This design comes from an exercise in tuning for small area on the open sky130 flow, not from production work.
No functional check of the RTL was part of any run shown here.
Power figures rest on the tool's default switching activity, not on a simulated workload.

==> flow/design.v <==
module CRC32_D8(
	input	wire							sys_clk,
	input	wire	[7:0]					data,
	input	wire							crc_start,
	input	wire							crc_en,
	output	reg		[31:0]					crc_q,
	output	wire	[31:0]					crc_nx
);
	function [31:0] step1;
		input [31:0] c;
		input b;
	begin
		step1 = { c[30:0], 1'b0 } ^ ( ( c[31] ^ b ) ? 32'h04C1_1DB7 : 32'h0 );
	end
	endfunction
	wire	[31:0]							c = crc_start ? 32'hffff_ffff : crc_q;
	wire	[7:0]							x = c[31:24] ^ { data[0], data[1], data[2], data[3], data[4], data[5], data[6], data[7] };
	wire	[31:0]							t = step1( step1( step1( step1( step1( step1( step1( step1( { x, 24'h0 }, 1'b0 ), 1'b0 ), 1'b0 ), 1'b0 ), 1'b0 ), 1'b0 ), 1'b0 ), 1'b0 );
assign		crc_nx	=	{ c[23:0], 8'h00 } ^ t;
always @ ( posedge sys_clk ) begin
	if ( crc_en ) begin
		crc_q <= crc_nx;
	end
end
endmodule
module CRC32_D2(
	input	wire							sys_clk,
	input	wire	[1:0]					dibit,
	input	wire							shift,
	input	wire							crc_en,
	output	reg		[31:0]					crc_q,
	output	wire	[31:0]					crc_nx
);
	function [31:0] step1;
		input [31:0] c;
		input b;
	begin
		step1 = { c[30:0], 1'b0 } ^ ( ( c[31] ^ b ) ? 32'h04C1_1DB7 : 32'h0 );
	end
	endfunction
	wire	[1:0]							x = shift ? 2'b00 : crc_q[31:30] ^ { dibit[0], dibit[1] };
	wire	[31:0]							t = step1( step1( { x, 30'h0 }, 1'b0 ), 1'b0 );
assign		crc_nx	=	{ crc_q[29:0], shift, shift } ^ t;
always @ ( posedge sys_clk ) begin
	if ( crc_en ) begin
		crc_q <= crc_nx;
	end
end
endmodule
module	rmii2gmii (
	input	wire						sys_rst_n,
	input	wire						rmii_clk,
	input	wire						rmii_rxdv,
	input	wire	[1:0]				rmii_rxdata,
	output	reg							rmii_txen,
	output	wire	[1:0]				rmii_txdata,
	output	wire						rmii_rst,
	output	reg							gmii_rxdv,
	output	reg		[7:0]				gmii_rxdata,
	input	wire						gmii_txen,
	input	wire	[7:0]				gmii_txdata,
	output	wire						gmii_txbusy,
	output	wire	[1:0]				tx_phase
);
	reg									rmii_true_rxdv;
	reg		[1:0]						rmii_true_rxdata;
	reg		[1:0]						rx_data_cnt;
	reg		[1:0]						tx_data_cnt;
	reg		[7:0]						tx_data_r;
	wire								force0	= rmii_rxdv && !rmii_true_rxdv;
	wire								tx_go	= gmii_txen && !gmii_txbusy;
assign		rmii_rst		= 1'b1;
assign		gmii_txbusy		= |tx_data_cnt;
assign		tx_phase		= tx_data_cnt;
always @ ( posedge rmii_clk or negedge sys_rst_n ) begin
	if ( !sys_rst_n ) begin
		rmii_true_rxdv <= 1'b0;
	end else if ( !rmii_rxdv ) begin
		rmii_true_rxdv <= 1'b0;
	end else if ( rmii_rxdata != 2'b0 ) begin
		rmii_true_rxdv <= 1'b1;
	end
end
always @ ( posedge rmii_clk ) begin
	rmii_true_rxdata <= rmii_rxdata;
end
always @ ( posedge rmii_clk or negedge sys_rst_n ) begin
	if ( !sys_rst_n ) begin
		rx_data_cnt <= 2'd0;
	end else if ( rmii_true_rxdv ) begin
		rx_data_cnt <= rx_data_cnt + 2'd1;
	end
end
always @ ( posedge rmii_clk or negedge sys_rst_n ) begin
	if ( !sys_rst_n ) begin
		gmii_rxdv <= 1'b0;
	end else begin
		gmii_rxdv <= force0 || ( rx_data_cnt == 2'd3 );
	end
end
always @ ( posedge rmii_clk ) begin
	if ( force0 ) begin
		gmii_rxdata <= 8'h0;
	end else begin
		case ( rx_data_cnt )
			2'd0: gmii_rxdata[1:0] <= rmii_true_rxdata;
			2'd1: gmii_rxdata[3:2] <= rmii_true_rxdata;
			2'd2: gmii_rxdata[5:4] <= rmii_true_rxdata;
			2'd3: gmii_rxdata[7:6] <= rmii_true_rxdata;
		endcase
	end
end
always @ ( posedge rmii_clk or negedge sys_rst_n ) begin
	if ( !sys_rst_n ) begin
		tx_data_cnt <= 2'd0;
	end else if ( tx_go ) begin
		tx_data_cnt <= 2'd1;
	end else if ( gmii_txbusy ) begin
		tx_data_cnt <= tx_data_cnt + 2'd1;
	end
end
always @ ( posedge rmii_clk or negedge sys_rst_n ) begin
	if ( !sys_rst_n ) begin
		rmii_txen <= 1'b0;
	end else if ( !gmii_txbusy ) begin
		rmii_txen <= gmii_txen;
	end
end
always @ ( posedge rmii_clk or negedge sys_rst_n ) begin
	if ( !sys_rst_n ) begin
		tx_data_r <= 8'h0;
	end else if ( tx_go ) begin
		tx_data_r <= gmii_txdata;
	end
end
assign	rmii_txdata	=	( tx_data_cnt == 2'd1 ) ? tx_data_r[1:0] :
						( tx_data_cnt == 2'd2 ) ? tx_data_r[3:2] :
						( tx_data_cnt == 2'd3 ) ? tx_data_r[5:4] : tx_data_r[7:6];
endmodule
module eth_arp_gmii (
	input	wire							sys_clk,
	input	wire							sys_rst_n,
	input	wire							gmii_rxdv,
	input	wire	[7:0]					gmii_rxdata,
	input	wire							gmii_txbusy,
	input	wire	[1:0]					tx_phase,
	output	reg		[7:0]					gmii_txdata,
	output	reg								arp_working
);
	parameter		BOARD_MAC_ADDR			= 48'h00_11_22_33_44_55;
	parameter		BOARD_IP_ADDR			= 32'hA9_FE_01_17;
	localparam		IDLE		= 4'd0,
					SFD			= 4'd1,
					MAC_DES		= 4'd2,
					MAC_SRC		= 4'd3,
					TYPE		= 4'd4,
					ARP_TYPE	= 4'd5,
					ARP_OPCODE	= 4'd6,
					ARP_SRC_MAC	= 4'd7,
					ARP_SRC_IP	= 4'd8,
					ARP_DES_MAC	= 4'd9,
					ARP_DES_IP	= 4'd10,
					ARP_FILL	= 4'd11,
					CRC			= 4'd12;
	localparam	[47:0]	ARP_HEAD	= 48'h0001_0800_0604;
	reg		[3:0]							rx_state;
	reg		[3:0]							rx_next;
	reg		[4:0]							rx_cnt;
	reg										m1;						 
	reg										arp_req;				 
	reg										crc_last;				 
	reg										arp_req_true;
	reg										arp_resp;
	reg		[47:0]							mac_src;
	reg		[31:0]							ip_src;
	wire									rxdv = gmii_rxdv;
	wire	[7:0]							rxd = gmii_rxdata;
	wire									rx_cnt_first = ( rx_cnt == 5'd0 );
	reg		[7:0]							mac_byte;
	reg		[7:0]							head_byte;
	reg		[7:0]							ip_byte;
always @ ( * ) begin
	case ( rx_cnt[2:0] )
		3'd0: begin mac_byte = BOARD_MAC_ADDR[47:40]; head_byte = ARP_HEAD[47:40]; end
		3'd1: begin mac_byte = BOARD_MAC_ADDR[39:32]; head_byte = ARP_HEAD[39:32]; end
		3'd2: begin mac_byte = BOARD_MAC_ADDR[31:24]; head_byte = ARP_HEAD[31:24]; end
		3'd3: begin mac_byte = BOARD_MAC_ADDR[23:16]; head_byte = ARP_HEAD[23:16]; end
		3'd4: begin mac_byte = BOARD_MAC_ADDR[15:8];  head_byte = ARP_HEAD[15:8];  end
		default: begin mac_byte = BOARD_MAC_ADDR[7:0]; head_byte = ARP_HEAD[7:0];  end
	endcase
	case ( rx_cnt[1:0] )
		2'd0: ip_byte = BOARD_IP_ADDR[31:24];
		2'd1: ip_byte = BOARD_IP_ADDR[23:16];
		2'd2: ip_byte = BOARD_IP_ADDR[15:8];
		default: ip_byte = BOARD_IP_ADDR[7:0];
	endcase
end
always @ ( * ) begin
	rx_next = rx_state;
	case ( rx_state )
		IDLE:			if ( rx_cnt == 5'd6 && rxdv && rxd == 8'h55 ) rx_next = SFD;
		SFD:			if ( rxdv ) rx_next = ( rxd == 8'hD5 ) ? MAC_DES : IDLE;
		MAC_DES:		if ( rx_cnt == 5'd6 ) rx_next = ( m1 || arp_req ) ? MAC_SRC : IDLE;
		MAC_SRC:		if ( rx_cnt == 5'd5 && rxdv ) rx_next = TYPE;
		TYPE:			if ( rx_cnt[0] && rxdv ) rx_next = ( m1 && rxd == 8'h06 ) ? ARP_TYPE : IDLE;
		ARP_TYPE:		if ( rx_cnt == 5'd6 ) rx_next = m1 ? ARP_OPCODE : IDLE;
		ARP_OPCODE:		if ( rx_cnt[0] && rxdv ) rx_next = ( m1 && rxd == 8'h01 ) ? ARP_SRC_MAC : IDLE;
		ARP_SRC_MAC:	if ( rx_cnt == 5'd5 && rxdv ) rx_next = ARP_SRC_IP;
		ARP_SRC_IP:		if ( rx_cnt == 5'd3 && rxdv ) rx_next = ARP_DES_MAC;
		ARP_DES_MAC:	if ( rx_cnt == 5'd5 && rxdv ) rx_next = ARP_DES_IP;
		ARP_DES_IP:		if ( rx_cnt == 5'd3 && rxdv ) rx_next = ARP_FILL;
		ARP_FILL:		if ( rx_cnt == 5'd17 && rxdv ) rx_next = CRC;
		CRC:			if ( rx_cnt == 5'd3 && rxdv ) rx_next = IDLE;
		default:		rx_next = IDLE;
	endcase
end
always @ ( posedge sys_clk or negedge sys_rst_n ) begin
	if ( !sys_rst_n ) begin
		rx_state <= IDLE;
	end else begin
		rx_state <= rx_next;
	end
end
always @ ( posedge sys_clk or negedge sys_rst_n ) begin
	if ( !sys_rst_n ) begin
		rx_cnt <= 5'd0;
	end else if ( rx_next != rx_state ) begin
		rx_cnt <= 5'd0;
	end else if ( rx_state == IDLE && rxdv && rxd != 8'h55 ) begin
		rx_cnt <= 5'd0;
	end else if ( rxdv ) begin
		rx_cnt <= rx_cnt + 5'd1;
	end
end
always @ ( posedge sys_clk ) begin
	if ( rxdv ) begin
		case ( rx_state )
			MAC_DES: begin
				m1 <= ( rx_cnt_first || m1 ) && rxd == 8'hFF;
				arp_req <= ( rx_cnt_first || arp_req ) && rxd == mac_byte;
			end
			TYPE:		m1 <= rxd == 8'h08;
			ARP_TYPE:	m1 <= ( rx_cnt_first || m1 ) && rxd == head_byte;
			ARP_OPCODE:	m1 <= rxd == 8'h00;
			ARP_DES_IP:	arp_req <= ( rx_cnt_first || arp_req ) && rxd == ip_byte;
			default: ;
		endcase
	end
end
always @ ( posedge sys_clk ) begin
	if ( rx_state == MAC_SRC && rxdv ) begin
		mac_src <= { mac_src[39:0], rxd };
	end
	if ( rx_state == ARP_SRC_IP && rxdv ) begin
		ip_src <= { ip_src[23:0], rxd };
	end
end
	wire	[31:0]							rx_crc_q;
	wire	[31:0]							rx_crc_nx;
CRC32_D8									u1_rx_CRC32_D8 (
	.sys_clk								( sys_clk		),
	.data									( rxd			),
	.crc_start								( rx_state == MAC_DES && rx_cnt_first && rxdv ),
	.crc_en									( rx_state != IDLE && rx_state != SFD && rxdv ),
	.crc_q									( rx_crc_q		),
	.crc_nx									( rx_crc_nx		)
);
always @ ( posedge sys_clk or negedge sys_rst_n ) begin
	if ( !sys_rst_n ) begin
		crc_last <= 1'b0;
		arp_req_true <= 1'b0;
		arp_resp <= 1'b0;
	end else begin
		crc_last <= rx_state == CRC && rx_cnt == 5'd3 && rxdv && arp_req;
		arp_req_true <= crc_last && rx_crc_q == 32'hC704_DD7B;
		arp_resp <= arp_req_true;
	end
end
	reg		[3:0]							tx_state;
	reg		[3:0]							tx_next;
	reg		[4:0]							tx_cnt;
	reg		[47:0]							tx_des_mac;
	reg		[31:0]							tx_des_ip;
	wire									tx_go = arp_working && !gmii_txbusy;
always @ ( * ) begin
	tx_next = tx_state;
	case ( tx_state )
		IDLE:			if ( arp_resp ) tx_next = SFD;
		SFD:			if ( tx_cnt == 5'd7 && tx_go ) tx_next = MAC_DES;
		MAC_DES:		if ( tx_cnt == 5'd5 && tx_go ) tx_next = MAC_SRC;
		MAC_SRC:		if ( tx_cnt == 5'd5 && tx_go ) tx_next = TYPE;
		TYPE:			if ( tx_cnt[0] && tx_go ) tx_next = ARP_TYPE;
		ARP_TYPE:		if ( tx_cnt == 5'd5 && tx_go ) tx_next = ARP_OPCODE;
		ARP_OPCODE:		if ( tx_cnt[0] && tx_go ) tx_next = ARP_SRC_MAC;
		ARP_SRC_MAC:	if ( tx_cnt == 5'd5 && tx_go ) tx_next = ARP_SRC_IP;
		ARP_SRC_IP:		if ( tx_cnt == 5'd3 && tx_go ) tx_next = ARP_DES_MAC;
		ARP_DES_MAC:	if ( tx_cnt == 5'd5 && tx_go ) tx_next = ARP_DES_IP;
		ARP_DES_IP:		if ( tx_cnt == 5'd3 && tx_go ) tx_next = ARP_FILL;
		ARP_FILL:		if ( tx_cnt == 5'd17 && tx_go ) tx_next = CRC;
		CRC:			if ( tx_cnt == 5'd3 && tx_go ) tx_next = IDLE;
		default:		tx_next = IDLE;
	endcase
end
always @ ( posedge sys_clk or negedge sys_rst_n ) begin
	if ( !sys_rst_n ) begin
		tx_state <= IDLE;
		arp_working <= 1'b0;
	end else begin
		tx_state <= tx_next;
		arp_working <= tx_state != IDLE;
	end
end
always @ ( posedge sys_clk ) begin
	if ( tx_next != tx_state ) begin
		tx_cnt <= 5'd0;
	end else if ( tx_go ) begin
		tx_cnt <= tx_cnt + 5'd1;
	end
end
always @ ( posedge sys_clk ) begin
	if ( arp_resp ) begin
		tx_des_mac <= mac_src;
		tx_des_ip <= ip_src;
	end
end
	wire	[31:0]							tx_crc_q;
	wire	[31:0]							tx_crc_nx;
	wire									tx_crc_pend = tx_state != IDLE;
CRC32_D2									u2_tx_CRC32_D2 (
	.sys_clk								( sys_clk		),
	.dibit									( tx_phase == 2'd1 ? gmii_txdata[1:0] : tx_phase == 2'd2 ? gmii_txdata[3:2] :
											  tx_phase == 2'd3 ? gmii_txdata[5:4] : gmii_txdata[7:6] ),
	.shift									( tx_state == SFD || tx_state == CRC	),
	.crc_en									( tx_crc_pend && ( tx_phase != 2'd0 || tx_go ) ),
	.crc_q									( tx_crc_q		),
	.crc_nx									( tx_crc_nx		)
);
	reg		[7:0]							tx_byte;
always @ ( * ) begin
	tx_byte = 8'h00;
	case ( tx_state )
		SFD:			tx_byte = tx_cnt[0] ? tx_des_mac[47:40] : 8'hD5;
		MAC_DES: begin
			case ( tx_cnt[2:0] )
				3'd0: tx_byte = tx_des_mac[39:32];
				3'd1: tx_byte = tx_des_mac[31:24];
				3'd2: tx_byte = tx_des_mac[23:16];
				3'd3: tx_byte = tx_des_mac[15:8];
				3'd4: tx_byte = tx_des_mac[7:0];
				default: tx_byte = BOARD_MAC_ADDR[47:40];
			endcase
		end
		MAC_SRC, ARP_SRC_MAC: begin
			case ( tx_cnt[2:0] )
				3'd0: tx_byte = BOARD_MAC_ADDR[39:32];
				3'd1: tx_byte = BOARD_MAC_ADDR[31:24];
				3'd2: tx_byte = BOARD_MAC_ADDR[23:16];
				3'd3: tx_byte = BOARD_MAC_ADDR[15:8];
				3'd4: tx_byte = BOARD_MAC_ADDR[7:0];
				default: tx_byte = ( tx_state == MAC_SRC ) ? 8'h08 : BOARD_IP_ADDR[31:24];
			endcase
		end
		TYPE:			tx_byte = tx_cnt[0] ? 8'h00 : 8'h06;
		ARP_TYPE: begin
			case ( tx_cnt[2:0] )
				3'd0: tx_byte = 8'h01;
				3'd1: tx_byte = 8'h08;
				3'd2: tx_byte = 8'h00;
				3'd3: tx_byte = 8'h06;
				3'd4: tx_byte = 8'h04;
				default: tx_byte = 8'h00;
			endcase
		end
		ARP_OPCODE:		tx_byte = tx_cnt[0] ? BOARD_MAC_ADDR[47:40] : 8'h02;
		ARP_SRC_IP: begin
			case ( tx_cnt[1:0] )
				2'd0: tx_byte = BOARD_IP_ADDR[23:16];
				2'd1: tx_byte = BOARD_IP_ADDR[15:8];
				2'd2: tx_byte = BOARD_IP_ADDR[7:0];
				default: tx_byte = tx_des_mac[47:40];
			endcase
		end
		ARP_DES_MAC: begin
			case ( tx_cnt[2:0] )
				3'd0: tx_byte = tx_des_mac[39:32];
				3'd1: tx_byte = tx_des_mac[31:24];
				3'd2: tx_byte = tx_des_mac[23:16];
				3'd3: tx_byte = tx_des_mac[15:8];
				3'd4: tx_byte = tx_des_mac[7:0];
				default: tx_byte = tx_des_ip[31:24];
			endcase
		end
		ARP_DES_IP: begin
			case ( tx_cnt[1:0] )
				2'd0: tx_byte = tx_des_ip[23:16];
				2'd1: tx_byte = tx_des_ip[15:8];
				2'd2: tx_byte = tx_des_ip[7:0];
				default: tx_byte = 8'h00;
			endcase
		end
		ARP_FILL, CRC:	tx_byte = ( tx_state == CRC && tx_cnt[1:0] == 2'd3 ) ? 8'h00 :
									  ~{ tx_crc_nx[24], tx_crc_nx[25], tx_crc_nx[26], tx_crc_nx[27], tx_crc_nx[28], tx_crc_nx[29], tx_crc_nx[30], tx_crc_nx[31] };
		default: ;
	endcase
end
	wire									tx_load = tx_go && ( tx_state == SFD ? tx_cnt[2:1] == 2'b11 :
														 tx_state == ARP_FILL ? tx_cnt == 5'd17 : 1'b1 );
always @ ( posedge sys_clk ) begin
	if ( tx_state == IDLE ) begin
		gmii_txdata <= arp_resp ? 8'h55 : 8'h00;
	end else if ( tx_load ) begin
		gmii_txdata <= tx_byte;
	end
end
endmodule
module udp_gmii_rx (
	input	wire							sys_clk,
	input	wire							sys_rst_n,
	input	wire							gmii_rxdv,
	input	wire	[7:0]					gmii_rxdata,
	output	reg								udp_rxstart,
	output	reg								udp_rxend,
	output	reg								udp_rxdv,
	output	reg		[7:0]					udp_rxdata,
	output	reg		[15:0]					udp_rxamount,
	output	reg		[15:0]					udp_rxnum,
	output	reg		[47:0]					pc_mac_addr,
	output	reg		[31:0]					pc_ip_addr,
	output	reg		[15:0]					pc_port,
	output	reg								pc_valid			 
);
	parameter		BOARD_MAC_ADDR			= 48'h00_11_22_33_44_55;
	parameter		BOARD_IP_ADDR			= 32'hA9_FE_01_17;
	localparam		IDLE		= 5'd0,
					SFD			= 5'd1,
					MAC_ADDR	= 5'd2,
					TYPE		= 5'd3,
					IP_TYPE		= 5'd4,
					IP_LEN		= 5'd5,
					IP_ID		= 5'd6,
					IP_SPLIT	= 5'd7,
					IP_TTL		= 5'd8,
					IP_PROTOCOL	= 5'd9,
					IP_CHECK	= 5'd10,
					IP_ADDR		= 5'd11,
					IP_FILL		= 5'd12,
					UDP_PORT	= 5'd13,
					UDP_LEN		= 5'd14,
					UDP_CHECK	= 5'd15,
					DATA		= 5'd16,
					CRC			= 5'd17;
	reg		[4:0]							state;
	reg		[4:0]							next;
	reg		[3:0]							cnt;				 
	reg		[5:0]							cnt_network;
	reg		[15:0]							cnt_data;
	reg										m;					 
	reg		[47:0]							src_mac;
	reg		[31:0]							src_ip;
	reg		[15:0]							port_len;			 
	reg		[3:0]							ihl;
	reg		[15:0]							ip_len;
	reg										mf;
	reg										udp_continue;
	wire									rxdv = gmii_rxdv;
	wire	[7:0]							rxd = gmii_rxdata;
	wire	[5:0]							ip_header_len = { ihl, 2'b00 };
	wire	[15:0]							data_len = ip_len - ip_header_len;
	wire	[15:0]							data_last = data_len - 16'd1;
	wire									num_ok = ( udp_rxamount >= 16'hFFF8 ) || ( udp_rxnum < udp_rxamount );
	reg		[7:0]							mac_byte;
	reg		[7:0]							ip_byte;
always @ ( * ) begin
	case ( cnt[2:0] )
		3'd0: mac_byte = BOARD_MAC_ADDR[47:40];
		3'd1: mac_byte = BOARD_MAC_ADDR[39:32];
		3'd2: mac_byte = BOARD_MAC_ADDR[31:24];
		3'd3: mac_byte = BOARD_MAC_ADDR[23:16];
		3'd4: mac_byte = BOARD_MAC_ADDR[15:8];
		default: mac_byte = BOARD_MAC_ADDR[7:0];
	endcase
	case ( cnt[1:0] )
		2'd0: ip_byte = BOARD_IP_ADDR[31:24];
		2'd1: ip_byte = BOARD_IP_ADDR[23:16];
		2'd2: ip_byte = BOARD_IP_ADDR[15:8];
		default: ip_byte = BOARD_IP_ADDR[7:0];
	endcase
end
always @ ( * ) begin
	next = state;
	case ( state )
		IDLE:			if ( cnt == 4'd6 && rxdv && rxd == 8'h55 ) next = SFD;
		SFD:			if ( rxdv ) next = ( rxd == 8'hD5 ) ? MAC_ADDR : IDLE;
		MAC_ADDR:		if ( cnt == 4'd11 && rxdv ) next = m ? TYPE : IDLE;
		TYPE:			if ( cnt[0] && rxdv ) next = ( m && rxd == 8'h00 ) ? IP_TYPE : IDLE;
		IP_TYPE:		if ( cnt[0] && rxdv ) next = m ? IP_LEN : IDLE;
		IP_LEN:			if ( cnt[0] && rxdv ) next = IP_ID;
		IP_ID:			if ( cnt[0] && rxdv ) next = IP_SPLIT;
		IP_SPLIT:		if ( cnt[0] && rxdv ) next = IP_TTL;
		IP_TTL:			if ( rxdv ) next = IP_PROTOCOL;
		IP_PROTOCOL:	if ( rxdv ) next = ( rxd == 8'd17 ) ? IP_CHECK : IDLE;
		IP_CHECK:		if ( cnt[0] && rxdv ) next = IP_ADDR;
		IP_ADDR:		if ( cnt == 4'd7 && rxdv ) next = !udp_continue ? UDP_PORT : ( cnt_network < ip_header_len - 1 ) ? IP_FILL : DATA;
		IP_FILL:		next = ( cnt_network >= ip_header_len - 1 && rxdv ) ? ( udp_continue ? DATA : UDP_PORT ) : IP_ADDR;
		UDP_PORT:		if ( !m ) next = IDLE; else if ( cnt[1:0] == 2'd3 && rxdv ) next = UDP_LEN;
		UDP_LEN:		if ( cnt[0] && rxdv ) next = UDP_CHECK;
		UDP_CHECK:		if ( cnt[0] && rxdv ) next = DATA;
		DATA:			if ( cnt_data >= data_last && rxdv && cnt_network >= 6'd45 ) next = CRC;
		CRC:			if ( cnt[1:0] == 2'd3 && rxdv ) next = IDLE;
		default:		next = IDLE;
	endcase
end
always @ ( posedge sys_clk or negedge sys_rst_n ) begin
	if ( !sys_rst_n ) begin
		state <= IDLE;
	end else begin
		state <= next;
	end
end
always @ ( posedge sys_clk or negedge sys_rst_n ) begin
	if ( !sys_rst_n ) begin
		cnt <= 4'd0;
	end else if ( next != state ) begin
		cnt <= 4'd0;
	end else if ( state == IDLE && rxdv && rxd != 8'h55 ) begin
		cnt <= 4'd0;
	end else if ( rxdv ) begin
		cnt <= cnt + 4'd1;
	end
end
always @ ( posedge sys_clk ) begin
	if ( state == IDLE || state == SFD || state == MAC_ADDR || state == TYPE || state == CRC ) begin
		cnt_network <= 6'd0;
	end else if ( cnt_network == 6'd63 ) begin
		cnt_network <= 6'd63;
	end else if ( rxdv ) begin
		cnt_network <= cnt_network + 6'd1;
	end
end
always @ ( posedge sys_clk ) begin
	if ( state == DATA || state == UDP_PORT || state == UDP_LEN || state == UDP_CHECK ) begin
		if ( rxdv ) begin
			cnt_data <= cnt_data + 16'd1;
		end
	end else begin
		cnt_data <= 16'd0;
	end
end
always @ ( posedge sys_clk ) begin
	if ( rxdv ) begin
		case ( state )
			MAC_ADDR:	if ( cnt < 4'd6 ) m <= ( cnt == 4'd0 || m ) && rxd == mac_byte;
			TYPE:		m <= rxd == 8'h08;
			IP_TYPE:	m <= rxd[7:4] == 4'h4;
			IP_ADDR:	if ( cnt[2] ) m <= ( cnt[1:0] == 2'd0 || m ) && rxd == ip_byte;
			default: ;
		endcase
	end
end
always @ ( posedge sys_clk ) begin
	if ( rxdv ) begin
		if ( state == MAC_ADDR && cnt >= 4'd6 ) begin
			src_mac <= { src_mac[39:0], rxd };
		end
		if ( state == IP_ADDR && !cnt[2] ) begin
			src_ip <= { src_ip[23:0], rxd };
		end
		if ( ( state == UDP_PORT && !cnt[1] ) || state == UDP_LEN ) begin
			port_len <= { port_len[7:0], rxd };
		end
		if ( state == IP_TYPE && !cnt[0] ) begin
			ihl <= rxd[3:0];
		end
		if ( state == IP_LEN ) begin
			ip_len <= { ip_len[7:0], rxd };
		end
		if ( state == IP_SPLIT && !cnt[0] ) begin
			mf <= rxd[5];
		end
	end
end
	wire									pc_refresh = state == UDP_LEN && !cnt[0] && rxdv;
always @ ( posedge sys_clk or negedge sys_rst_n ) begin
	if ( !sys_rst_n ) begin
		pc_valid <= 1'b0;
	end else if ( pc_refresh ) begin
		pc_valid <= 1'b1;
	end
end
always @ ( posedge sys_clk ) begin
	if ( pc_refresh ) begin
		pc_mac_addr <= src_mac;
		pc_ip_addr <= src_ip;
		pc_port <= port_len;
	end
end
always @ ( posedge sys_clk or negedge sys_rst_n ) begin
	if ( !sys_rst_n ) begin
		udp_rxdata <= 8'h0;
		udp_rxstart <= 1'b0;
		udp_rxend <= 1'b0;
		udp_rxdv <= 1'b0;
		udp_rxamount <= 16'd0;
		udp_rxnum <= 16'd0;
		udp_continue <= 1'b0;
	end else begin
		if ( state == DATA ) begin
			udp_rxdata <= rxd;
		end
		udp_rxstart <= !udp_continue && state == DATA && cnt_data == 16'd8 && rxdv;
		udp_rxend <= !mf && state == DATA && cnt_data == data_last && rxdv;
		udp_rxdv <= state == DATA && rxdv && num_ok;
		if ( state == UDP_CHECK ) begin
			udp_rxamount <= port_len - 16'd8;
		end
		if ( udp_rxstart ) begin
			udp_rxnum <= 16'd1;
		end else if ( state == CRC && !num_ok ) begin
			udp_rxnum <= 16'd0;
		end else if ( state == DATA && rxdv && num_ok ) begin
			udp_rxnum <= udp_rxnum + 16'd1;
		end
		if ( state == CRC ) begin
			udp_continue <= mf;
		end
	end
end
endmodule
module udp_gmii_tx(
	input	wire							sys_clk,
	input	wire							sys_rst_n,
	input	wire							gmii_txbusy,
	input	wire	[1:0]					tx_phase,
	output	wire							gmii_txen,
	output	reg		[7:0]					gmii_txdata,
	input	wire							udp_txstart,
	input	wire	[15:0]					udp_txamount,
	input	wire	[7:0]					udp_txdata,
	output	wire							udp_txreq,
	output	reg								udp_txbusy,
	input	wire	[47:0]					pc_mac_r,
	input	wire	[31:0]					pc_ip_r,
	input	wire	[15:0]					pc_port_r,
	input	wire							pc_valid
);
	wire	[47:0]							pc_mac_addr = pc_mac_r;
	wire	[31:0]							pc_ip_addr = pc_ip_r;
	wire	[15:0]							pc_port = pc_port_r;
	parameter		BOARD_MAC_ADDR			= 48'h00_11_22_33_44_55;
	parameter		BOARD_IP_ADDR			= 32'hA9_FE_01_17;
	localparam		IDLE		= 5'd0,
					HEAD		= 5'd1,
					MAC_ADDR	= 5'd2,
					TYPE		= 5'd3,
					IP_TYPE		= 5'd4,
					IP_LEN		= 5'd5,
					IP_ID		= 5'd6,
					IP_SPLIT	= 5'd7,
					IP_TTL		= 5'd8,
					IP_PROTOCOL	= 5'd9,
					IP_CHECK	= 5'd10,
					IP_ADDR		= 5'd11,
					UDP_PORT	= 5'd12,
					UDP_LEN		= 5'd13,
					UDP_CHECK	= 5'd14,
					DATA		= 5'd15,
					CRC			= 5'd16,
					WAIT		= 5'd17;
	reg		[4:0]							state;
	reg		[4:0]							next;
	reg		[10:0]							cnt;				 
	reg		[15:0]							ip_id;
	reg		[15:0]							ip_checksum;
	reg		[15:0]							udp_rest;
	reg										udp_continue;
	reg										mf;
	reg		[12:0]							offset;
	wire									go = gmii_txen && !gmii_txbusy;
	wire									start = udp_txstart && !udp_txbusy;
	wire									rest_big = udp_rest > 16'd1480;
	wire	[15:0]							ip_data_len = rest_big ? 16'd1500 : udp_rest + 16'd20;
	wire	[15:0]							cnt_next = { 5'd0, cnt } + 16'd1;
	wire									rest_reached = cnt_next >= udp_rest;
	wire									data_end = rest_big ? ( cnt >= 11'd1479 ) : ( udp_rest < 16'd26 ) ? ( cnt >= 11'd25 ) : rest_reached;
	wire									udp_hdr = state == UDP_PORT || state == UDP_LEN || state == UDP_CHECK;
assign		gmii_txen		=	state != IDLE && state != WAIT;
assign		udp_txreq		=	( ( state == IP_ADDR && cnt[2:0] == 3'd7 && udp_continue ) || ( state == UDP_CHECK && cnt[0] ) ||
								  ( state == DATA && ( udp_rest == 16'd0 || !rest_reached ) && cnt < 11'd1479 ) ) && go;
always @ ( * ) begin
	next = state;
	case ( state )
		IDLE:			if ( start || udp_continue ) next = HEAD;
		HEAD:			if ( cnt[2:0] == 3'd7 && go ) next = MAC_ADDR;
		MAC_ADDR:		if ( cnt[3:0] == 4'd11 && go ) next = TYPE;
		TYPE:			if ( cnt[0] && go ) next = IP_TYPE;
		IP_TYPE:		if ( cnt[0] && go ) next = IP_LEN;
		IP_LEN:			if ( cnt[0] && go ) next = IP_ID;
		IP_ID:			if ( cnt[0] && go ) next = IP_SPLIT;
		IP_SPLIT:		if ( cnt[0] && go ) next = IP_TTL;
		IP_TTL:			if ( go ) next = IP_PROTOCOL;
		IP_PROTOCOL:	if ( go ) next = IP_CHECK;
		IP_CHECK:		if ( cnt[0] && go ) next = IP_ADDR;
		IP_ADDR:		if ( cnt[2:0] == 3'd7 && go ) next = udp_continue ? DATA : UDP_PORT;
		UDP_PORT:		if ( cnt[1:0] == 2'd3 && go ) next = UDP_LEN;
		UDP_LEN:		if ( cnt[0] && go ) next = UDP_CHECK;
		UDP_CHECK:		if ( cnt[0] && go ) next = DATA;
		DATA:			if ( data_end && go ) next = CRC;
		CRC:			if ( cnt[1:0] == 2'd3 && go ) next = WAIT;
		WAIT:			if ( cnt[4:0] == 5'd31 ) next = IDLE;
		default:		next = IDLE;
	endcase
end
always @ ( posedge sys_clk or negedge sys_rst_n ) begin
	if ( !sys_rst_n ) begin
		state <= IDLE;
	end else begin
		state <= next;
	end
end
always @ ( posedge sys_clk ) begin
	if ( next != state && !( udp_hdr && ( next == UDP_LEN || next == UDP_CHECK || next == DATA ) ) ) begin
		cnt <= 11'd0;
	end else if ( go || state == WAIT ) begin
		cnt <= cnt + 11'd1;
	end
end
always @ ( posedge sys_clk or negedge sys_rst_n ) begin
	if ( !sys_rst_n ) begin
		udp_txbusy <= 1'b0;
		ip_id <= 16'd0;
		udp_continue <= 1'b0;
	end else begin
		if ( udp_txstart ) begin
			udp_txbusy <= 1'b1;
		end else if ( state == IDLE && !udp_continue ) begin
			udp_txbusy <= 1'b0;
		end
		if ( start ) begin
			ip_id <= ip_id + 16'd1;
		end
		if ( state == DATA ) begin
			udp_continue <= rest_big;
		end
	end
end
	wire									sum_first = state == HEAD;
	wire	[17:0]							sum = ( sum_first ? 16'h3027 : ip_checksum ) + ( sum_first ? ip_data_len : pc_valid ? pc_ip_addr[31:16] : 16'h0 ) +
												  ( sum_first ? ip_id : pc_valid ? pc_ip_addr[15:0] : 16'h0 );
	wire	[16:0]							sum1 = sum[17:16] + sum[15:0];
always @ ( posedge sys_clk ) begin
	if ( start ) begin
		udp_rest <= udp_txamount + 16'd8;
	end else if ( state == CRC && cnt[1:0] == 2'd0 && go && rest_big ) begin
		udp_rest <= udp_rest - 16'd1480;
	end
	if ( state == TYPE && cnt[0] && go ) begin
		mf <= rest_big;
		offset <= udp_continue ? offset + 13'd185 : 13'd0;
	end
	if ( ( state == IP_SPLIT && cnt[0] || sum_first ) && go ) begin
		ip_checksum <= sum1[15:0] + sum1[16];
	end
end
	wire	[31:0]							crc_q;
	wire	[31:0]							crc_nx;
	wire									crc_pend = state != IDLE && state != WAIT;
CRC32_D2									u1_CRC32_D2 (
	.sys_clk								( sys_clk		),
	.dibit									( tx_phase == 2'd1 ? gmii_txdata[1:0] : tx_phase == 2'd2 ? gmii_txdata[3:2] :
											  tx_phase == 2'd3 ? gmii_txdata[5:4] : gmii_txdata[7:6] ),
	.shift									( state == HEAD || state == CRC	),
	.crc_en									( crc_pend && ( tx_phase != 2'd0 || go ) ),
	.crc_q									( crc_q			),
	.crc_nx									( crc_nx		)
);
	reg		[7:0]							tx_byte;
always @ ( * ) begin
	tx_byte = 8'h00;
	case ( state )
		HEAD:			tx_byte = cnt[0] ? pc_mac_addr[47:40] : 8'hD5;
		MAC_ADDR: begin
			case ( cnt[3:0] )
				4'd0: tx_byte = pc_mac_addr[39:32];
				4'd1: tx_byte = pc_mac_addr[31:24];
				4'd2: tx_byte = pc_mac_addr[23:16];
				4'd3: tx_byte = pc_mac_addr[15:8];
				4'd4: tx_byte = pc_mac_addr[7:0];
				4'd5: tx_byte = BOARD_MAC_ADDR[47:40];
				4'd6: tx_byte = BOARD_MAC_ADDR[39:32];
				4'd7: tx_byte = BOARD_MAC_ADDR[31:24];
				4'd8: tx_byte = BOARD_MAC_ADDR[23:16];
				4'd9: tx_byte = BOARD_MAC_ADDR[15:8];
				4'd10: tx_byte = BOARD_MAC_ADDR[7:0];
				default: tx_byte = 8'h08;
			endcase
		end
		TYPE:			tx_byte = cnt[0] ? 8'h45 : 8'h00;
		IP_TYPE:		tx_byte = cnt[0] ? ip_data_len[15:8] : 8'h00;
		IP_LEN:			tx_byte = cnt[0] ? ip_id[15:8] : ip_data_len[7:0];
		IP_ID:			tx_byte = cnt[0] ? { 2'b00, mf, offset[12:8] } : ip_id[7:0];
		IP_SPLIT:		tx_byte = cnt[0] ? 8'h40 : offset[7:0];
		IP_TTL:			tx_byte = 8'd17;
		IP_PROTOCOL:	tx_byte = ~ip_checksum[15:8];
		IP_CHECK:		tx_byte = cnt[0] ? BOARD_IP_ADDR[31:24] : ~ip_checksum[7:0];
		IP_ADDR: begin
			case ( cnt[2:0] )
				3'd0: tx_byte = BOARD_IP_ADDR[23:16];
				3'd1: tx_byte = BOARD_IP_ADDR[15:8];
				3'd2: tx_byte = BOARD_IP_ADDR[7:0];
				3'd3: tx_byte = pc_ip_addr[31:24];
				3'd4: tx_byte = pc_ip_addr[23:16];
				3'd5: tx_byte = pc_ip_addr[15:8];
				3'd6: tx_byte = pc_ip_addr[7:0];
				default: tx_byte = udp_continue ? udp_txdata : pc_port[15:8];
			endcase
		end
		UDP_PORT: begin
			case ( cnt[1:0] )
				2'd0: tx_byte = pc_port[7:0];
				2'd1: tx_byte = pc_port[15:8];
				2'd2: tx_byte = pc_port[7:0];
				default: tx_byte = udp_rest[15:8];
			endcase
		end
		UDP_LEN:		tx_byte = cnt[0] ? 8'h00 : udp_rest[7:0];
		UDP_CHECK:		tx_byte = cnt[0] ? udp_txdata : 8'h00;
		DATA, CRC:		tx_byte = ( state == DATA && !data_end ) ? udp_txdata : ( state == CRC && cnt[1:0] == 2'd3 ) ? 8'h00 :
									  ~{ crc_nx[24], crc_nx[25], crc_nx[26], crc_nx[27], crc_nx[28], crc_nx[29], crc_nx[30], crc_nx[31] };
		default: ;
	endcase
end
	wire									pc_sel = ( state == HEAD && cnt[0] ) || ( state == MAC_ADDR && cnt[3:0] < 4'd5 ) ||
													 ( state == IP_ADDR && ( cnt[2:0] == 3'd7 ? !udp_continue : cnt[2:0] >= 3'd3 ) ) ||
													 ( state == UDP_PORT && cnt[1:0] != 2'd3 );
	wire	[7:0]							tx_byte_v = ( pc_sel && !pc_valid ) ? 8'h00 : tx_byte;
	wire									tx_load = go && ( state != HEAD || cnt[2:1] == 2'b11 );
always @ ( posedge sys_clk ) begin
	if ( state == IDLE ) begin
		gmii_txdata <= ( udp_txstart || udp_continue ) ? 8'h55 : 8'h00;
	end else if ( state == WAIT ) begin
		gmii_txdata <= 8'h00;
	end else if ( tx_load ) begin
		gmii_txdata <= tx_byte_v;
	end
end
endmodule
module eth_rmii(
	input	wire						sys_rst_n,
	input	wire						rmii_clk,
	input	wire						rmii_rxdv,
	input	wire	[1:0]				rmii_rxdata,
	output	wire						rmii_txen,
	output	wire	[1:0]				rmii_txdata,
	output	wire						rmii_rst,
	output	wire						udp_rxstart,
	output	wire						udp_rxend,
	output	wire						udp_rxdv,
	output	wire	[7:0]				udp_rxdata,
	output	wire	[15:0]				udp_rxamount,
	output	wire	[15:0]				udp_rxnum,
	input	wire						udp_txstart,
	input	wire	[15:0]				udp_txamount,
	input	wire	[7:0]				udp_txdata,
	output	wire						udp_txreq,
	output	wire						udp_txbusy
);
	wire								gmii_rxdv;
	wire	[7:0]						gmii_rxdata;
	wire								gmii_txen;
	wire	[7:0]						gmii_txdata;
	wire								gmii_txbusy;
	wire	[1:0]						tx_phase;
	wire	[7:0]						arp_gmii_txdata;
	wire								arp_working;
	wire								udp_gmii_txen;
	wire	[7:0]						udp_gmii_txdata;
	wire	[47:0]						pc_mac_addr;
	wire	[31:0]						pc_ip_addr;
	wire	[15:0]						pc_port;
	wire								pc_valid;
rmii2gmii								u1_rmii2gmii (
	.sys_rst_n							( sys_rst_n			),
	.rmii_clk							( rmii_clk			),
	.rmii_rxdv							( rmii_rxdv			),
	.rmii_rxdata						( rmii_rxdata		),
	.rmii_txen							( rmii_txen			),
	.rmii_txdata						( rmii_txdata		),
	.rmii_rst							( rmii_rst			),
	.gmii_rxdv							( gmii_rxdv			),
	.gmii_rxdata						( gmii_rxdata		),
	.gmii_txen							( gmii_txen			),
	.gmii_txdata						( gmii_txdata		),
	.gmii_txbusy						( gmii_txbusy		),
	.tx_phase							( tx_phase			)
);
eth_arp_gmii							u2_eth_arp_gmii (
	.sys_clk							( rmii_clk			),
	.sys_rst_n							( sys_rst_n			),
	.gmii_rxdv							( gmii_rxdv			),
	.gmii_rxdata						( gmii_rxdata		),
	.gmii_txbusy						( gmii_txbusy		),
	.tx_phase							( tx_phase			),
	.gmii_txdata						( arp_gmii_txdata	),
	.arp_working						( arp_working		)
);
udp_gmii_rx								u3_udp_gmii_rx (
	.sys_clk							( rmii_clk			),
	.sys_rst_n							( sys_rst_n			),
	.gmii_rxdv							( gmii_rxdv			),
	.gmii_rxdata						( gmii_rxdata		),
	.udp_rxstart						( udp_rxstart		),
	.udp_rxend							( udp_rxend			),
	.udp_rxdv							( udp_rxdv			),
	.udp_rxdata							( udp_rxdata		),
	.udp_rxamount						( udp_rxamount		),
	.udp_rxnum							( udp_rxnum			),
	.pc_mac_addr						( pc_mac_addr		),
	.pc_ip_addr							( pc_ip_addr		),
	.pc_port							( pc_port			),
	.pc_valid							( pc_valid			)
);
udp_gmii_tx								u4_udp_gmii_tx (
	.sys_clk							( rmii_clk			),
	.sys_rst_n							( sys_rst_n			),
	.gmii_txbusy						( gmii_txbusy		),
	.tx_phase							( tx_phase			),
	.gmii_txen							( udp_gmii_txen		),
	.gmii_txdata						( udp_gmii_txdata	),
	.udp_txstart						( udp_txstart		),
	.udp_txamount						( udp_txamount		),
	.udp_txdata							( udp_txdata		),
	.udp_txreq							( udp_txreq			),
	.udp_txbusy							( udp_txbusy		),
	.pc_mac_r							( pc_mac_addr		),
	.pc_ip_r							( pc_ip_addr		),
	.pc_port_r							( pc_port			),
	.pc_valid							( pc_valid			)
);
assign		gmii_txdata		=	arp_working ? arp_gmii_txdata :
								udp_txbusy ? udp_gmii_txdata : 8'h0;
assign		gmii_txen		=	arp_working || ( udp_txbusy && udp_gmii_txen );
endmodule
==> flow/flow/run.sh <==
#!/bin/bash
export BUFFER_PORTS_ARGS="-buffer_cell sky130_fd_sc_hd__buf_1"
bash standard.sh > standard.log 2>&1
==> flow/standard.sh <==
#!/bin/bash
# synth_recipe.tcl (not shown) runs the flow's synth.tcl, then flattens the netlist and writes it again
# the make line also repeats each setting of config.mk as NAME=value (left out here)
make -C /OpenROAD-flow-scripts/flow DESIGN_CONFIG=/design/flow/config.mk WORK_HOME=/design/flow/orfs CLKGATE_MAP_FILE= SYNTH_SCRIPT=/design/flow/synth_recipe.tcl "${@:-finish}"
==> flow/config.mk <==
export PLATFORM = sky130hd
export DESIGN_NAME = eth_rmii
export DESIGN_NICKNAME = eth_rmii
export VERILOG_FILES = /design/flow/design.v
export SDC_FILE = /design/flow/constraint.sdc
export NUM_CORES = 4
export LEC_CHECK = 0
export CAP_MARGIN = 20
export CORE_MARGIN = 2
export CORE_UTILIZATION = 40
export CTS_BUF_LIST = sky130_fd_sc_hd__clkbuf_16
export CTS_CLUSTER_DIAMETER = 100
export CTS_CLUSTER_SIZE = 24
export SLEW_MARGIN = 20
==> flow/constraint.sdc <==
create_clock -name core_clock -period 10.0 [get_ports {rmii_clk}]
set_input_delay 2.0000 -clock core_clock [delete_from_list [all_inputs] [get_ports {rmii_clk}]]
set_output_delay 2.0000 -clock core_clock [all_outputs]
set_load 0.01 [all_outputs]
==> flow_metrics.env, run 1 <==
export IMPL_status="finished clean"
export IMPL_clockBufferDepth=3
export IMPL_drt_initial_drc_count=2219
export IMPL_die_area_um2=90900
export IMPL_synth_top_area_frac=0.453
export IMPL_synth_main_ff_cell="edfxtp_1"
export IMPL_cp_slowest_stage_delay_ns=0.60
export IMPL_setup_viol=0
export IMPL_slew_headroom=0.287
export IMPL_synth_cell_types=102
export IMPL_nFillCells=8318
export IMPL_placed_area_um2=37000
export IMPL_timing_final_ws_setup_ns=1.55
export IMPL_place_hpwl_um=64100
export IMPL_synth_commonest_cells="edfxtp_1 (534), nor2_1 (274), nand2_1 (268)"
export IMPL_synth_top_cells_by_area="edfxtp_1 (45%), dfrtp_1 (7.7%), xnor2_1 (4.6%)"
export IMPL_crit_slowest_cell="fa_1"
export IMPL_finalCritPeriodShare=0.845
export IMPL_rows=109
export IMPL_cts_buffers=36
export IMPL_post_cts_buffers=0
export IMPL_yosysWarnings=6
export IMPL_syn2layout_area_growth_pct=7.59
export IMPL_start_util=0.402
export IMPL_grt_usage=0.196
export IMPL_rsz0062_at_grt="false"
export IMPL_core_area_um2=88000
export IMPL_cts_root_buf="clkbuf_16"
export IMPL_numClockSinks=691
export IMPL_syn_area_um2=35400
export IMPL_worstPathMaxFanout=10
export IMPL_crit_top_cell="nand2_1"
export IMPL_cts_tree="yes"
export IMPL_ctsResizeCount=0
export IMPL_p_leak_nw=13.6
export IMPL_cp_start_kind="flip-flop"
export IMPL_clk_pin_slew_ns=0.10
export IMPL_ctsHoldBuffers=0
export IMPL_grt_first_pass_wirelength_um=140000
export IMPL_peakVddDrop_uv=154
export IMPL_fin_skew_ns=0.0368
export IMPL_final_core_util=0.433
export IMPL_slew_viol_final=0
export IMPL_via_count=24631
export IMPL_port_buffers=77
export IMPL_max_freq_mhz=118
export IMPL_die_height_um=301
export IMPL_grt_pass1_vias=23456
export IMPL_drive_above_1_share=0.0529
export IMPL_place_ws_ns=1.70
export IMPL_totalWireLength_um=90300
export IMPL_critical_path_required_ns=10.35
export IMPL_tightest_slew_ns=1.07
export IMPL_insertion_delay_ns=0.61
export IMPL_ys_seq_area_frac=0.557
export IMPL_maxCapViolations=0
export IMPL_drc=0
export IMPL_crit_type="reg2reg"
export IMPL_antennaDiodeCount=0
export IMPL_final_setup_tns_ns=0
export IMPL_yosys_register_bits=691
export IMPL_detail_route_antenna_nets=0
export IMPL_gp_congestion=0.978
export IMPL_endpoint_kind="flip-flop"
export IMPL_dieWidth_um=301
export IMPL_ios=79
export IMPL_antenna_found_initial=2
export IMPL_p_per_area_nw_per_um2=152
export IMPL_postSynthCellCount=3155
export IMPL_synth_nets=3323
export IMPL_final_cell_area_um2=38100
export IMPL_async_flop_share=0.158
export IMPL_wl_per_cell_um=20.7
export IMPL_yosys_area_top_type="edfxtp_1"
export IMPL_hold_violations=0
export IMPL_vias_per_cell=5.65
export IMPL_hold_class="reg2reg"
export IMPL_yosysMostFrequentCell="edfxtp_1"
export IMPL_fin_nets=3337
export IMPL_avgSynthCellArea_um2=11.2
export IMPL_synth_enable_flop_cells=534
export IMPL_htree_levels=2
export IMPL_grt_start_max_net_pins=65
export IMPL_fin_crit_ns=8.45
export IMPL_arrival_ns=8.79
export IMPL_hold_slack_ns=0.372
export IMPL_dr_pass1_iters=6
export IMPL_grt_overflow_total=0
-- state kept, by name, indices dropped and copies added, names as in the netlist, 11 cells and up --
signal,count
u3_udp_gmii_rx.pc_mac_addr,48
u3_udp_gmii_rx.port_len,16
u3_udp_gmii_rx.pc_ip_addr,32
u2_eth_arp_gmii.tx_des_mac,48
u3_udp_gmii_rx.cnt_data,16
u3_udp_gmii_rx.ip_len,16
u4_udp_gmii_tx.udp_rest,16
u3_udp_gmii_rx.pc_port,16
u3_udp_gmii_rx.src_mac,48
u4_udp_gmii_tx.offset,13
u4_udp_gmii_tx.ip_checksum,16
u4_udp_gmii_tx.ip_id,16
u2_eth_arp_gmii.ip_src,32
u3_udp_gmii_rx.udp_rxnum,16
u3_udp_gmii_rx.udp_rxamount,16
u2_eth_arp_gmii.tx_des_ip,32
u2_eth_arp_gmii.u1_rx_CRC32_D8.crc_q,32
u3_udp_gmii_rx.src_ip,32
u4_udp_gmii_tx.u1_CRC32_D2.crc_q,32
u4_udp_gmii_tx.cnt,11
u2_eth_arp_gmii.mac_src,48
u2_eth_arp_gmii.u2_tx_CRC32_D2.crc_q,32
-- path summary, 6_finish.rpt --
| check | from | endpoint | slack [ns] | depth (start not counted) |
|---|---|---|---|---|
| worst max-delay path | u4_udp_gmii_tx.udp_rest[5] | u4_udp_gmii_tx.ip_checksum[13] | 1.55 | 34 |
| worst min-delay path | u2_eth_arp_gmii.arp_req_true | u2_eth_arp_gmii.arp_resp | 0.37 | 0 |
| worst max register to register | u4_udp_gmii_tx.udp_rest[5] | u4_udp_gmii_tx.ip_checksum[13] | 1.55 | 34 |
| worst min register to register | u2_eth_arp_gmii.arp_req_true | u2_eth_arp_gmii.arp_resp | 0.37 | 0 |
| max in group asynchronous | sys_rst_n | u3_udp_gmii_rx.udp_rxnum[15] | 7.01 | 3 |
| min in group asynchronous | sys_rst_n | u2_eth_arp_gmii.crc_last | 1.22 | 1 |
-- critical path: cells and delay by family (launching register included) --
| family | cells | cell delay (ns) |
|---|---|---|
| simple gates | 16 | 3.42 |
| compound gates | 9 | 1.99 |
| fa+ha+maj | 5 | 1.64 |
| flops | 1 | 0.52 |
| buf+inv | 2 | 0.31 |
| xor+xnor | 2 | 0.31 |
-- logic make-up (layout without fill, tap and decap cells) --
kind of cell	after synthesis	in the layout	synth area share
fa+ha+maj	138	138	0.0526
xor+xnor	303	303	0.0768
compound gates	658	658	0.123
flops	691	691	0.557
mux	58	58	0.0167
other cells	1	1	0.000106
buf+inv	273	314	0.0294
simple gates	1033	1033	0.144
-- final cells by class --
type                       instances  area [um^2]  share of cell area
clock buffer                      36          901              0.0237
clock inverter                    29          189             0.00496
inverter                         122          458              0.0120
multi-input combinational       2191        14700               0.385
sequential                       691        19700               0.518
tap                             1165         1460              0.0383
timing repair buffer             127          666              0.0175
-- power breakdown --
part | internal [mW] | switching, mW | total, mW | leakage [nW]
registers | 3.19 | 0.0567 | 3.24 | 6.64
logic | 0.364 | 0.561 | 0.925 | 6.40
clock network | 0.691 | 0.942 | 1.63 | 0.607
total | 4.24 | 1.56 | 5.80 | 13.6
-- layer usage --
metal	track usage	share of wire
met1	0.285	0.45
met2	0.307	0.45
met3	0.0263	0.065
met4	0.0539	0.025
met5	0	0.00014
-- through the flow --
step	power [mW]	cells
finish	5.80	4361
global placement	4.22	4295
CTS	5.86	4360
global route	6.05	4361
floorplan	3.97	3155
detailed placement	4.23	4295
-- cells in the final DEF, fill, tap and decap left out, drive strengths merged, types with 38 or more instances in the layout --
cell type    n
nor2       275
dfrtp      109
a21oi      163
buf        125
mux2i       49
dfxtp       48
xor2       111
nor3        82
inv        140
nand2      268
xnor2      192
ha         120
and3        54
clkbuf      38
nand3       94
a22oi       40
o21ai      157
edfxtp     534
==> run 2: changes to the inputs <==
--- a/flow/config.mk
+++ b/flow/config.mk
@@ -6,9 +6,9 @@
 export NUM_CORES = 4
 export LEC_CHECK = 0
-export CAP_MARGIN = 20
+export CAP_MARGIN = 10
 export CORE_MARGIN = 2
-export CORE_UTILIZATION = 40
+export CORE_UTILIZATION = 60
 export CTS_BUF_LIST = sky130_fd_sc_hd__clkbuf_16
 export CTS_CLUSTER_DIAMETER = 100
-export CTS_CLUSTER_SIZE = 24
-export SLEW_MARGIN = 20
+export CTS_CLUSTER_SIZE = 30
+export SLEW_MARGIN = 10
==> flow_metrics.env, run 2 <==
export IMPL_seqPwrFrac=0.568
export IMPL_min_delay_start="u2_eth_arp_gmii.arp_req_true"
export IMPL_maxCapViolations=0
export IMPL_grt_overflow_total=0
export IMPL_synth_enable_flop_cells=534
export IMPL_synth_main_ff_cell="edfxtp_1"
export IMPL_cts_root_buf="clkbuf_16"
export IMPL_fin_skew_ns=0.0461
export IMPL_numClockSinks=691
export IMPL_setup_viol=0
export IMPL_final_setup_tns_ns=0
export IMPL_reg2reg_from="u4_udp_gmii_tx.state[0]"
export IMPL_via_count=25403
export IMPL_p_int_mw=4.13
export IMPL_drt_initial_drc_count=2694
export IMPL_final_cell_mix="edfxtp_1 (534), nor2_1 (272), nand2_1 (268)"
export IMPL_cts_tree="yes"
export IMPL_p_switching_mw=1.56
export IMPL_peakVddDrop_uv=252
export IMPL_place_ws_ns=1.29
export IMPL_drc=0
export IMPL_final_core_util=0.638
export IMPL_crit_top_cell="nand2_1"
export IMPL_crit_type="reg2reg"
export IMPL_timing_final_ws_setup_ns=1.06
export IMPL_htree_levels=1
export IMPL_p_leak_nw=13.5
export IMPL_synth_nets=3323
export IMPL_hold_slack_ns=0.368
export IMPL_fin_crit_ns=8.94
export IMPL_dr_pass1_iters=6
export IMPL_grt_pass1_vias=24349
export IMPL_clockBufferDepth=3
export IMPL_clk_pin_slew_ns=0.11
export IMPL_syn_area_um2=35400
export IMPL_post_cts_buffers=0
export IMPL_place_hpwl_um=66400
export IMPL_synth_top_area_frac=0.453
export IMPL_yosysMostFrequentCell="edfxtp_1"
export IMPL_async_flop_share=0.158
export IMPL_arrival_ns=9.30
export IMPL_grt_first_pass_wirelength_um=141000
export IMPL_postSynthCellCount=3155
export IMPL_endpoint_kind="flip-flop"
export IMPL_port_buffers=77
export IMPL_gp_congestion=0.983
export IMPL_critical_path_required_ns=10.36
export IMPL_avgSynthCellArea_um2=11.2
export IMPL_rows=89
export IMPL_yosysWarnings=6
export IMPL_cts_buffers=30
export IMPL_antennaDiodeCount=0
export IMPL_grt_usage=0.300
export IMPL_antenna_found_initial=1
export IMPL_cp_slowest_stage_delay_ns=0.81
export IMPL_nFillCells=4564
export IMPL_core_area_um2=58700
export IMPL_insertion_delay_ns=0.65
export IMPL_p_clk_frac=0.263
export IMPL_slew_viol_final=0
export IMPL_hold_class="reg2reg"
export IMPL_totalWireLength_um=92300
export IMPL_max_freq_mhz=112
export IMPL_drive_above_1_share=0.0512
export IMPL_ctsResizeCount=0
export IMPL_synth_cell_types=102
export IMPL_start_util=0.603
export IMPL_fin_nets=3328
export IMPL_synth_top_cells_by_area="edfxtp_1 (45%), dfrtp_1 (7.7%), xnor2_1 (4.6%)"
export IMPL_vias_per_cell=6.42
export IMPL_ys_seq_area_frac=0.557
export IMPL_cp_start_kind="flip-flop"
export IMPL_yosys_area_top_type="edfxtp_1"
export IMPL_ctsHoldBuffers=0
export IMPL_worstPathMaxFanout=31
export IMPL_final_common_cell="edfxtp_1"
export IMPL_startpoint="u4_udp_gmii_tx.state[0]"
export IMPL_dieWidth_um=247
export IMPL_total_power_mw=5.69
export IMPL_ios=79
export IMPL_slew_headroom=0.139
export IMPL_wl_per_cell_um=23.3
export IMPL_syn2layout_area_growth_pct=5.81
export IMPL_die_area_um2=60900
export IMPL_p_per_area_nw_per_um2=152
export IMPL_hold_violations=0
export IMPL_crit_slowest_cell="dfrtp_1"
export IMPL_synth_commonest_cells="edfxtp_1 (534), nor2_1 (274), nand2_1 (268)"
export IMPL_yosys_register_bits=691
export IMPL_status="finished clean"
export IMPL_rsz0062_at_grt="false"
export IMPL_combPwrFrac=0.169
export IMPL_r2r_cells=31
export IMPL_finalCritPeriodShare=0.894
export IMPL_tightest_slew_ns=1.29
export IMPL_r2r_slack_ns=1.06
export IMPL_detail_route_antenna_nets=0
export IMPL_hold_depth=0
export IMPL_netSwitchingFraction=0.274
export IMPL_die_height_um=247
export IMPL_grt_start_max_net_pins=81
[run 2: cell counts after synthesis]
No cell type changed its count.
[run 2: final cells by class]
type                       count  area (um^2)  area share
sequential                   691        19700       0.527
multi-input combinational   2191        14700       0.392
tap                          773          967      0.0258
clock buffer                  30          751      0.0201
timing repair buffer         124          646      0.0172
inverter                     122          458      0.0122
clock inverter                26          215     0.00575
[run 2: cells by family (layout without fill, tap and decap cells)]
group / count (synthesis) / after routing / share of synthesized area
XOR/XNOR: 303 / 303 / 0.0768
buffers and inverters: 273 / 302 / 0.0294
adder cells (fa/ha/maj): 138 / 138 / 0.0526
AND/OR/NAND/NOR: 1033 / 1033 / 0.144
AO/OA/AOI/OAI: 658 / 658 / 0.123
flip-flops: 691 / 691 / 0.557
other: 1 / 1 / 0.000106
multiplexers: 58 / 58 / 0.0167
[run 2: path summary, 6_finish.rpt]
kind	end
min in group asynchronous	u1_rmii2gmii.rmii_true_rxdv
max in group asynchronous	u4_udp_gmii_tx.ip_id[8]
worst min register to register	u2_eth_arp_gmii.arp_resp
worst max-delay path	u4_udp_gmii_tx.ip_checksum[13]
worst max register to register	u4_udp_gmii_tx.ip_checksum[13]
worst min-delay path	u2_eth_arp_gmii.arp_resp
[run 2: layer usage]
layer,wire length [um],vias to the layer above,track usage
met5,0,-,0
met4,3020,0,0.0948
met3,7100,172,0.0387
met2,41500,1111,0.466
met1,40700,12525,0.442
li1,-,11595,-
[run 2: metrics by stage]
step / instances / instance area [um^2]
after detailed placement: 3901 / 36500
after global routing: 3957 / 37400
after floorplan: 3155 / 35400
after global placement: 3901 / 36500
final: 3957 / 37400
after CTS: 3957 / 37400
[run 2: power groups by stage]
stage | logic, mW | clock network [mW] | registers [mW]
after floorplan | 0.678 | 0 | 3.29
after global placement | 0.930 | 0 | 3.30
after detailed placement | 0.951 | 0 | 3.30
after CTS | 0.958 | 1.52 | 3.24
after global routing | 1.04 | 1.61 | 3.24
final | 0.960 | 1.50 | 3.24
[run 2: worst max-delay path: cells and delay by family, from the launching register on]
kind | cells | cell delay, ns
and+or+nand+nor | 15 | 4.05
adders and majority gates | 5 | 1.45
AOI/OAI and AO/OA | 7 | 1.43
xor gates and xnor gates | 2 | 0.37
DFF | 1 | 0.81
buffers and inverters | 2 | 0.55

-- re-timing with driven ports --
No port has a modelled driver above. Below, the same layouts with a new extraction and two added sets of constraints. Step 1 (the two cells are an assumption about what drives the block):
set clk [get_ports {rmii_clk}]
set_driving_cell -lib_cell sky130_fd_sc_hd__clkbuf_16 $clk
set_driving_cell -lib_cell sky130_fd_sc_hd__buf_2 [delete_from_list [all_inputs] $clk]
Step 2 also shifts input and output timing later by t, the mid clock arrival at the registers, as if the neighbouring blocks saw the same clock. a / b / c = ideal ports / drivers / drivers and shift; a / b = the first two.
run | shift t [ns] | setup slack, ns | hold WS [ns] | worst register clock-pin slew, ns | pins driven straight from the clock port
run 1 | 0.651 | 1.553 / 1.553 / 1.553 | 0.372 / 0.372 / 0.372 | 0.10 / 0.10 | 1
run 2 | 0.693 | 1.059 / 1.059 / 1.059 | 0.368 / 0.368 / 0.368 | 0.12 / 0.12 | 1
After both steps every run listed still meets setup and hold.
